Context: an optimization exercise on an open-source flow, tuned for small area. The choices shown serve that exercise and are no tape-out recipe.
Only simulation tests tie the RTL to the original design; equivalence was not proved.

## flow/design.v (module list and top-level ports; edited modules follow where they fit)
// module cordic_dds: 779 lines
module cordic_dds (clk, phase_i, sin_o, cos_o, err_o);
  // ...
==> flow/run.sh <==
#!/bin/bash
# synth_recipe.tcl (not shown) runs the flow's synth.tcl, then flattens the netlist and writes it again
# the make line also repeats each setting of config.mk as NAME=value (left out here)
make -C /OpenROAD-flow-scripts/flow DESIGN_CONFIG=/design/flow/config.mk WORK_HOME=/design/flow/orfs CLKGATE_MAP_FILE= SYNTH_SCRIPT=/design/flow/synth_recipe.tcl finish
==> flow/config.mk <==
export PLATFORM = sky130hd
export DESIGN_NAME = cordic_dds
export DESIGN_NICKNAME = cordic_dds
export VERILOG_FILES = /design/flow/design.v
export SDC_FILE = /design/flow/constraint.sdc
export NUM_CORES = 4
export LEC_CHECK = 0
export CAP_MARGIN = 20
export CORE_MARGIN = 2
export CORE_UTILIZATION = 40
export CTS_BUF_LIST = sky130_fd_sc_hd__clkbuf_16
export CTS_CLUSTER_DIAMETER = 80
export CTS_CLUSTER_SIZE = 35
export SLEW_MARGIN = 20
==> flow/constraint.sdc <==
create_clock -name core_clock -period 5.0 [get_ports {clk}]
set_input_delay 1.0000 -clock core_clock [delete_from_list [all_inputs] [get_ports {clk}]]
set_output_delay 1.0000 -clock core_clock [all_outputs]
set_load 0.01 [all_outputs]
==> results.json, run 1 <==
{
  "synthSimpleGateAreaFrac_pct": 7.89,
  "top_register": "q",
  "io_buffers": 67,
  "cts_root_buffer": "clkbuf_16",
  "multi_input_gates": 1645,
  "coreArea_um2": 60600,
  "clk-insertion-delay-late_ns": 0.60,
  "wl_met3_um": 1580,
  "worstPathArrival_ns": 5.07,
  "worst_slew_pin_slew_ns": 0.771,
  "synth.avg_cell_area_um2": 9.84,
  "fin_util_pct": 44.6,
  "vias_per_cell": 4.99,
  "synthFlopType": "dfxtp_1",
  "tns_ns": 0,
  "fp-row-count": 90,
  "finalSetupViolations": 0,
  "status": "no timing/DRC/antenna violations",
  "grt_setup_unrepaired": "false",
  "yosysWarnings": 2,
  "hold_buffers": 0,
  "path_cells": "inv_1 -> ha_1 -> mux2i_1 -> ha_1 -> nor2b_1 -> o22ai_1 -> o21ai_1 -> clkinvlp_4 -> buf_4 -> ha_1 -> o211ai_1 -> a21oi_1 -> o21ai_0 -> o21a_1 -> o21bai_1 -> a21oi_1 -> fa_1 -> xor2_1 -> xnor2_1",
  "dieWidth_um": 252,
  "cts_tree": "done"
}
==> inputs of run 2 (changes only) <==
--- a/flow/config.mk
+++ b/flow/config.mk
@@ -8,7 +8,4 @@
 export CAP_MARGIN = 20
 export CORE_MARGIN = 2
 export CORE_UTILIZATION = 40
-export CTS_BUF_LIST = sky130_fd_sc_hd__clkbuf_16
-export CTS_CLUSTER_DIAMETER = 80
-export CTS_CLUSTER_SIZE = 35
 export SLEW_MARGIN = 20
==> run 2 against run 1 <==
Fmax fell by 0.16%. Largest cell class unchanged. Still clean. Hold slack improved by 0.0068 ns. First-iteration DRC count fell by 8.8%. Count of clock-buffer cells in the layout rose by 49. Critical path type unchanged.
==> results.json, run 2 <==
{
  "status": "no timing/DRC/antenna violations",
  "seq_area_frac_synth_pct": 36.6,
  "finalSetupViolations": 0,
  "grt_pass1_vias": 17300,
  "antennaDiodeCount": 0,
  "reg_top3": "q (30), cos_r (17), sin_r (17)",
  "wire_per_inst_um": 14.3,
  "synth_edf_count": 0,
  "top_register": "q",
  "clock_path_buffers": 3,
  "crit_path_max_fanout": 12,
  "cp_common_cell": "ha_1",
  "start_util_pct": 40.7,
  "netlist_instances": 2503,
  "cp_top_family": "compound AO/OA/AOI/OAI gates",
  "slew_headroom_pct": 49.1,
  "synthArstFlopShare_pct": 0,
  "grt_pass1_wl_um": 81800,
  "final_cell_mix": "dfxtp_1 (448), inv_1 (318), ha_1 (265)",
  "tns_ns": 0,
  "path_buf_inv": 3,
  "fp-row-count": 90,
  "synth_top_area_cell": "dfxtp_1",
  "clkTransAtPathRegs_ns": 0.06,
  "clk-insertion-delay-late_ns": 0.59,
  "grt_max_degree": 63,
  "largest_reg_flops": 30,
  "path_cells": "inv_1 -> ha_1 -> mux2i_1 -> ha_1 -> nor2b_1 -> o22ai_1 -> o21ai_1 -> clkinvlp_4 -> buf_4 -> ha_1 -> o211ai_1 -> a21oi_1 -> o21ai_0 -> o21a_1 -> o21bai_1 -> a21oi_1 -> fa_1 -> xor2_1 -> xnor2_1",
  "hpwl_um": 36900,
  "synth.avg_cell_area_um2": 9.84,
  "drc": 0,
  "drt_iter0_drc": 805,
  "synthTopCellsByArea": "dfxtp_1 (37%), ha_1 (13%), fa_1 (10%)",
  "worstPathArrival_ns": 5.05,
  "die_height_um": 252,
  "numClockSinks": 451,
  "holdCritPathClass": "reg -> reg",
  "worst_slew_pin_slew_ns": 0.763,
  "max_clock_freq_ghz": 0.218,
  "yosysWarnings": 2,
  "finalCritPeriodShare_pct": 91.7,
  "cts_tree": "done",
  "worstPathRequired_ns": 5.46,
  "maxSlewViolCount": 0,
  "yosysMostFrequentCell": "dfxtp_1",
  "cts_root_buffer": "clkbuf_16",
  "dieWidth_um": 252,
  "synth_fp_nets": 2910,
  "max_stage_delay_ns": 0.52,
  "multi_input_area_um2": 13900,
  "antenna_left": 0,
  "wirelength_um": 48500,
  "period_minus_slack_ns": 4.59,
  "final_layout_size_suffix_gt1_share_pct": 5.07,
  "antenna_found_initial": 0,
  "io_pins": 68,
  "overflow": 0,
  "first_pass_iters": 6,
  "gp_congestion": 0.869,
  "cts-buffers-inserted": 50,
  "area_delta_synth_final_pct": 12.2,
  "via_count": 16900,
  "synth.distinct_cells": 73,
  "grt_setup_unrepaired": "false",
  "cap_violations": 0,
  "coreArea_um2": 60600,
  "endpoint_kind": "flop",
  "fillers": 5638,
  "synth_top_area_share_pct": 36.6,
  "vias_per_cell": 5.00,
  "yosys-top-cells-count": "dfxtp_1 (451), inv_1 (319), ha_1 (265)",
  "final_nets": 2970,
  "fin_worst_skew_ns": 0.0184,
  "seq_area_um2": 9030,
  "grt_usage_pct": 15.6,
  "syn_area_um2": 24600,
  "hold_slack_ns": 0.323,
  "io_buffers": 67,
  "hold_viol": 0,
  "synthFlopType": "dfxtp_1",
  "critical_path_class": "reg -> reg",
  "die-area_um2": 63600,
  "fin_util_pct": 45.6,
  "critPathLaunchType": "flop",
  "crit_slowest_cell": "o21ai_1",
  "htree_num_levels": 2,
  "ys_ff_latch": 451,
  "final_common_cell": "dfxtp_1"
}
-- run 2: changes by cell type in the layout (fill, tap and decap cells not counted) --
cell       before  now
clkbuf_8        0   10
inv_1         319  318
clkinv_2        0    9
bufinv_16       2    3
clkinv_1        1    0
clkinv_4        2    0
inv_8           7    0
clkbuf_16      27   50
clkinv_8        3    1
inv_16          2    1
clkbuf_1        0   16
inv_6           1    0
inv_12          3    0
-- run 2: kinds of logic (layout without fill, tap and decap cells) --
| family | after synthesis | after routing | synth area share [%] |
|---|---|---|---|
| XOR/XNOR | 297 | 297 | 10.6 |
| AND/OR/NAND/NOR | 419 | 419 | 7.89 |
| buffers and inverters | 407 | 506 | 6.84 |
| adder cells (fa/ha/maj) | 390 | 390 | 23.6 |
| multiplexers | 16 | 16 | 0.858 |
| flip-flops | 451 | 451 | 36.6 |
| AO/OA/AOI/OAI | 523 | 523 | 13.5 |
-- run 2: final cells by class --
cell class,count,area share (%)
sequential,451,32.7
multi-input combinational,1645,50.4
clock buffer,76,5.24
timing repair buffer,94,3.16
tap,782,3.54
inverter,321,4.37
clock inverter,15,0.647
-- run 2: layer usage --
metal  global-route usage [%]  up-vias  routed length (um)
met1                     16.6     7956               19200
met5                        0        -                   0
met4                     7.37        0                2050
met3                     2.30      120                1930
li1                         -     8461                   -
met2                     29.9      367               25400
-- run 2: per-stage QoR --
step / cells / setup slack, ns / cell area (um^2)
floorplan: 2503 / 0.841 / 24600
global placement: 3287 / 0.522 / 26000
detailed placement: 3287 / 0.340 / 26000
CTS: 3378 / 0.319 / 27600
global route: 3384 / 0.0879 / 27600
finish: 3384 / 0.414 / 27600
-- run 2: path summary, 6_finish.rpt --
kind	start	end	slack (ns)	depth (start not counted)
setup / recovery	yr14[14]$_DFF_P_	cos_r[15]$_DFF_P_	0.41	19
hold reg to reg	q[8][1]$_DFF_P_	q[9][1]$_DFF_P_	0.32	0
setup reg to reg	yr14[14]$_DFF_P_	cos_r[15]$_DFF_P_	0.41	19
hold / removal	q[8][1]$_DFF_P_	q[9][1]$_DFF_P_	0.32	0
-- run 2: repair_timing --
item / in CTS / in global routing
setup endpoints to repair: 0 / 1
setup buffers: 0 / 6
hold buffers: 0 / 0
resized for setup: 0 / 1
==> inputs of run 3 (changes only) <==
--- a/flow/config.mk
+++ b/flow/config.mk
@@ -7,5 +7,8 @@
 export LEC_CHECK = 0
 export CAP_MARGIN = 20
 export CORE_MARGIN = 2
-export CORE_UTILIZATION = 40
+export CORE_UTILIZATION = 60
+export CTS_BUF_LIST = sky130_fd_sc_hd__clkbuf_16
+export CTS_CLUSTER_DIAMETER = 100
+export CTS_CLUSTER_SIZE = 30
 export SLEW_MARGIN = 20
==> run 3 against run 2 <==
Clock skew down 0.0012 ns. Critical path type unchanged. Hold slack improved by 0.0096 ns. Cell count down 9.5%. Critical endpoint is now sin_r[14]$_DFF_P_. Still clean.
==> results.json, run 3 <==
{
  "status": "no timing/DRC/antenna violations",
  "slew_headroom_pct": 48.3,
  "grt_pass1_wl_um": 78200,
  "post_cts_resized": 0,
  "worstPathRequired_ns": 5.43,
  "synth_edf_count": 0,
  "syn_area_um2": 24600,
  "grt_setup_unrepaired": "false",
  "top_register": "q",
  "drc": 0,
  "final_nets": 2934,
  "gp_congestion": 0.942,
  "wire_per_inst_um": 15.2,
  "antenna_found_initial": 0,
  "dieWidth_um": 207,
  "netlist_instances": 2503,
  "finalCritPeriodShare_pct": 90.6,
  "synthArstFlopShare_pct": 0,
  "fin_worst_skew_ns": 0.0172,
  "die_height_um": 207,
  "final_cells": 3062,
  "final_common_cell": "dfxtp_1",
  "fillers": 3291,
  "fp-row-count": 74,
  "synth.avg_cell_area_um2": 9.84,
  "grt_max_degree": 83,
  "overflow": 0,
  "start_util_pct": 60.6,
  "period_minus_slack_ns": 4.53,
  "synthFlopType": "dfxtp_1",
  "yosys-top-cells-count": "dfxtp_1 (451), inv_1 (319), ha_1 (265)",
  "synth.distinct_cells": 73,
  "yosysMostFrequentCell": "dfxtp_1",
  "numClockSinks": 451,
  "synth_top_area_share_pct": 36.6,
  "crit_path_max_fanout": 16,
  "seq_area_frac_synth_pct": 36.6,
  "io_buffers": 67,
  "critPathLaunchType": "flop",
  "worstPathArrival_ns": 4.96,
  "drt_iter0_drc": 794,
  "antenna_left": 0,
  "die-area_um2": 42700,
  "clk-insertion-delay-late_ns": 0.56,
  "hold_buffers": 0,
  "cts_tree": "done",
  "critical_path_class": "reg -> reg",
  "vias_per_cell": 5.41,
  "yosysWarnings": 2,
  "wirelength_um": 46500,
  "place_inst": 3038,
  "hpwl_um": 36500,
  "maxSlewViolCount": 0,
  "synthTopCellsByArea": "dfxtp_1 (37%), ha_1 (13%), fa_1 (10%)",
  "final_cell_mix": "dfxtp_1 (448), inv_1 (320), ha_1 (265)",
  "coreArea_um2": 40600,
  "holdCritPathClass": "reg -> reg",
  "tns_ns": 0,
  "cts_root_buffer": "clkbuf_16",
  "clkTransAtPathRegs_ns": 0.11,
  "htree_num_levels": 1,
  "synth_fp_nets": 2910,
  "first_pass_iters": 6,
  "via_count": 16600,
  "max_clock_freq_ghz": 0.221,
  "finalSetupViolations": 0,
  "final_layout_size_suffix_gt1_share_pct": 2.89,
  "hold_viol": 0,
  "synth_top_area_cell": "dfxtp_1",
  "grt_pass1_vias": 16700,
  "worst_slew_pin_slew_ns": 0.775,
  "cts_setup_buffers": 0,
  "cts-buffers-inserted": 19,
  "largest_reg_flops": 30,
  "endpoint_kind": "flop",
  "area_delta_synth_final_pct": 6.32,
  "cap_violations": 0,
  "grt_usage_pct": 22.5,
  "ys_ff_latch": 451,
  "clock_path_buffers": 3,
  "reg_top3": "q (30), cos_r (17), sin_r (17)",
  "io_pins": 68
}
[run 3: worst max-delay path, stage by stage (launching register included)]
cell and delay [ns]:
dfxtp_1 0.49, inv_1 0.15, ha_1 0.30, mux2i_1 0.10, ha_1 0.29, a221o_1 0.32
a21oi_2 0.30, inv_1 0.40, ha_1 0.46, a21oi_1 0.19, nand2_1 0.07, o21ai_0 0.22
o21a_1 0.24, o21bai_1 0.09, a21oi_1 0.20, fa_1 0.46, xnor2_1 0.14
[run 3: layout make-up]
cell class / instances / area [um^2] / share of cell area, %
Antenna cell: 1 / 2.50 / 0.00955
Multi-Input combinational cell: 1645 / 13900 / 53.2
Inverter: 321 / 1200 / 4.60
Tap cell: 532 / 666 / 2.54
Timing Repair Buffer: 89 / 836 / 3.19
Clock buffer: 19 / 475 / 1.81
Sequential cell: 451 / 9030 / 34.5
Clock inverter: 4 / 51.3 / 0.196
[run 3: path summary, 6_finish.rpt]
check | cells after the start | slack [ns] | to | start
worst max-delay path | 16 | 0.47 | sin_r[14]$_DFF_P_ | xr14[14]$_DFF_P_
worst min-delay path | 0 | 0.33 | d4_7$_DFF_P_ | d4_6$_DFF_P_
worst max register to register | 16 | 0.47 | sin_r[14]$_DFF_P_ | xr14[14]$_DFF_P_
worst min register to register | 0 | 0.33 | d4_7$_DFF_P_ | d4_6$_DFF_P_
[run 3: metal layers]
metal	track usage [%]	vias to the layer above	wire (um)
li1	-	8353	-
met1	23.4	7740	17500
met2	45.3	351	25500
met3	2.15	109	1590
met4	9.49	0	1890
met5	0	-	0
[run 3: cell families after synthesis]
family,Yosys count,share of synthesized area [%]
flops,451,36.6
buf+inv,407,6.84
xor+xnor,297,10.6
mux,16,0.858
simple gates,419,7.89
compound gates,523,13.5
fa+ha+maj,390,23.6
[run 3: through the flow]
stage          hold WS (ns)  cell area [um^2]  worst slack, ns  utilization, %
3_5_place_dp          0.312             25700            0.477            63.1
5_1_grt               0.338             26200            0.109            64.4
4_1_cts               0.333             26200            0.473            64.4
6_report              0.332             26200            0.469            64.4
3_3_place_gp          0.310             25700            0.609            63.1
2_1_floorplan         0.310             24600            0.841               -

-- static timing again, ports no longer ideal --
The results above use ideal ports. As a check the final layouts listed here were re-extracted and re-timed, cells and wires unchanged. Step 1: set_driving_cell puts a clkbuf_16 on clk and a buf_2 on each other input, an assumption about the parent block. Step 2 times the ports against the registers' clock, not the clock port: input delays grow and output delays shrink by t, the midpoint of the rising clock arrivals with the driver on. Three values: no drivers, after step 1, after step 2; two values: the first two.
run	t, ns	slack for setup (ns)	worst setup path after step 2	worst slew at a driven data input, ns
run 1	0.644	0.421 / 0.421 / 0.421	register to register	0.04
run 2	0.639	0.414 / 0.414 / 0.414	register to register	0.04
run 3	0.601	0.469 / 0.469 / 0.469	register to register	0.03
After both steps setup and hold are still met in every run listed.
